This is an optimization exercise on Yosys and OpenROAD, whose aim is small area, a short achievable clock period and few clock cycles per item, not a production implementation. Only simulation tests tie the RTL to the original design; equivalence was not proved.

## alpha
// bbs_generator
module bbs_generator(
    input  wire CLOCK_50,
    input  wire res,
    input  wire [63:0] seed,
    output wire [9:0] LEDR,
    output reg  valid,
    output wire [63:0] x_out,
    output wire [6:0] HEX0,
    output wire [6:0] HEX1,
    output wire [6:0] HEX2,
    output wire [6:0] HEX3,
    output wire [6:0] HEX4,
    output wire [6:0] HEX5
);
    reg  [1:0]  phase;       
    reg  [30:0] a_reg, b_reg;
    reg  [30:0] s_reg, bq_reg;
    reg  [23:0] counter;
    wire [63:0] sd = seed & {64{phase == 2'd0}};
    wire [30:0] a_next, b_next, s_next;
    wire [61:0] x;
    sq_mod_p sqp (.a(a_reg), .sd(sd), .r(a_next));
    sq_mod_q sqq (.b(b_reg), .sd(sd), .r(b_next));
    wire b_ge = (&b_reg[30:5]) & (b_reg[4:0] >= 5'd13);
    wire [4:0] b_lo = b_reg[4:0] + 5'd19;
    wire [30:0] b_c = b_ge ? {26'd0, b_lo} : b_reg;
    crt_s    crs (.a(a_reg), .b(b_reg), .ge(b_ge), .s(s_next));
    crt_x    crx (.b(bq_reg), .s(s_reg), .x(x));
    wire x0 = bq_reg[0] ^ s_reg[0];
    wire [23:0] shown = counter + {23'd0, ~x0};
    always @(posedge CLOCK_50 or posedge res) begin
        if (res) begin
            phase   <= 2'd0;
            a_reg   <= 31'd0;
            b_reg   <= 31'd0;
            s_reg   <= 31'd0;
            bq_reg  <= 31'd0;
            counter <= 24'd0;
            valid   <= 1'b0;
        end else begin
            if (phase != 2'd2)
                phase <= phase + 2'd1;
            a_reg  <= a_next;
            b_reg  <= b_next;
  ...
clock: 12.0 ns
lec_check: 0
cap_margin: 20
core_margin: 2
core_utilization: 60
setup_slack_margin: 2.5
slew_margin: 20
synth_hierarchical: 1
synth_minimum_keep_size: 0
run.sh (not shown) runs the stock make flow with config.mk's settings and CLKGATE_MAP_FILE= SYNTH_SCRIPT=/design/flow/synth_recipe.tcl, a recipe that flattens the netlist after the stock synthesis.
alpha: PASS, flow complete, no timing, DRC or antenna violations
Testbench counts of alpha, summed over its fixed seeds: cycles 216, numbers 192.
#### Input delta (beta over alpha)
--- a/flow/design.v
+++ b/flow/design.v
@@ -2919,35 +2919,32 @@
     wire yt_G30_0;
     gc yt_G30_0_c (.gh(yt_G30_15p), .ph(yt_P30_15), .gl(yt_G14_0), .g(yt_G30_0));
     assign yt_G[30] = yt_G30_0;
     assign yt_P[30] = 1'b0;
     wire yt_co = yt_G[30];
     wire [30:0] yt_s = yt_p ^ {yt_G[29:0], 1'b0};
     wire [30:0] t = yt_s;
     wire h1 = yt_co ^ e;    
     wire h2 = yt_co & e;    
-    wire [6:0] w0 = {1'b0, t[5:0]};
-    wire [6:0] w1 = {1'b0, t[5:0]} + 7'd19;
-    wire [6:0] w2 = {1'b0, t[5:0]} + 7'd38;
-    wire [6:0] w3 = {1'b0, t[5:0]} + 7'd57;
-    wire c6 = h2 ? w2[6] : (h1 ? w1[6] : w0[6]);
-    wire [24:0] z = {yt_p[30:7] ^ yt_g[29:6], yt_p[6] ^ yt_G[5]};
+    wire [6:0] l0 = {1'b0, t[5:0]};
+    wire [6:0] l19 = {1'b0, t[5:0]} + 7'd19;
+    wire [6:0] l38 = {1'b0, t[5:0]} + 7'd38;
+    wire [6:0] l = h2 ? l38 : (h1 ? l19 : l0);
     wire [25:0] ones;
     assign ones[0] = 1'b1;
     genvar gi;
     generate for (gi = 1; gi < 26; gi = gi + 1) begin : op
-        assign ones[gi] = &z[gi-1:0];
+        assign ones[gi] = ones[gi-1] & t[gi+5];
     end endgenerate
-    wire ovf = c6 & ones[25];
-    wire [5:0] la = h2 ? w2[5:0] : (h1 ? w1[5:0] : w0[5:0]);
-    wire [5:0] lb = h2 ? w3[5:0] : (h1 ? w2[5:0] : w1[5:0]);
-    wire [24:0] hi = t[30:6] ^ ({25{c6}} & ones[24:0]);
-    assign r = ovf ? {25'd0, lb} : {hi, la};
+    wire [24:0] hi = t[30:6] ^ ({25{l[6]}} & ones[24:0]);
+    wire ovf = l[6] & ones[25];
+    wire [6:0] l2 = {1'b0, l[5:0]} + 7'd19;
+    assign r = ovf ? {24'd0, l2} : {hi, l[5:0]};
 endmodule
 module crt_s (
     input  wire [30:0] a,
     input  wire [30:0] b,
     input  wire        ge,
     output wire [30:0] s
 );
     wire [30:0] ad_a = b;
     wire [30:0] ad_b = ~a;
==> notes.md <==
beta has completed all stages; timing, DRC and antenna checks passed. Comparing beta and alpha, the lower fraction of the mapped netlist area in compound gates was measured on beta. Setup slack: beta > alpha. Signed area change from the synthesized netlist to the final layout for beta: 0.30 points down relative to alpha. Synthesized cell count ends up higher on alpha.
Testbench counts of beta, summed over its fixed seeds: cycles 216, numbers 192.

[what the ideal ports hide]
The results above use ideal ports. As a check the final layouts listed here were re-extracted and re-timed, cells and wires unchanged. Step 1, drivers: a clkbuf_16 drives CLOCK_50 and a buf_2 each remaining input, both assumed. Step 2, shift: input delay + t, output delay - t, t = (earliest + latest rising clock arrival at the registers) / 2. This alone moves slack from input paths to output paths. Slacks: ideal ports / drivers / drivers and shift; pairs: ideal ports / drivers.
run	shift t [ns]	slack for setup (ns)	hold slack, ns	latest minus earliest clock arrival (ns)	pins driven straight from the clock port
alpha	0.540	2.623 / 2.553 / 2.516	0.484 / 0.484 / 0.484	0.019 / 0.019	1
beta	0.591	2.691 / 2.617 / 2.564	0.481 / 0.481 / 0.481	0.022 / 0.023	1
After both steps setup and hold are still met in every run listed. The setup slack of beta, which loses most, moves by -0.074 ns with the drivers and by -0.127 ns with both steps.
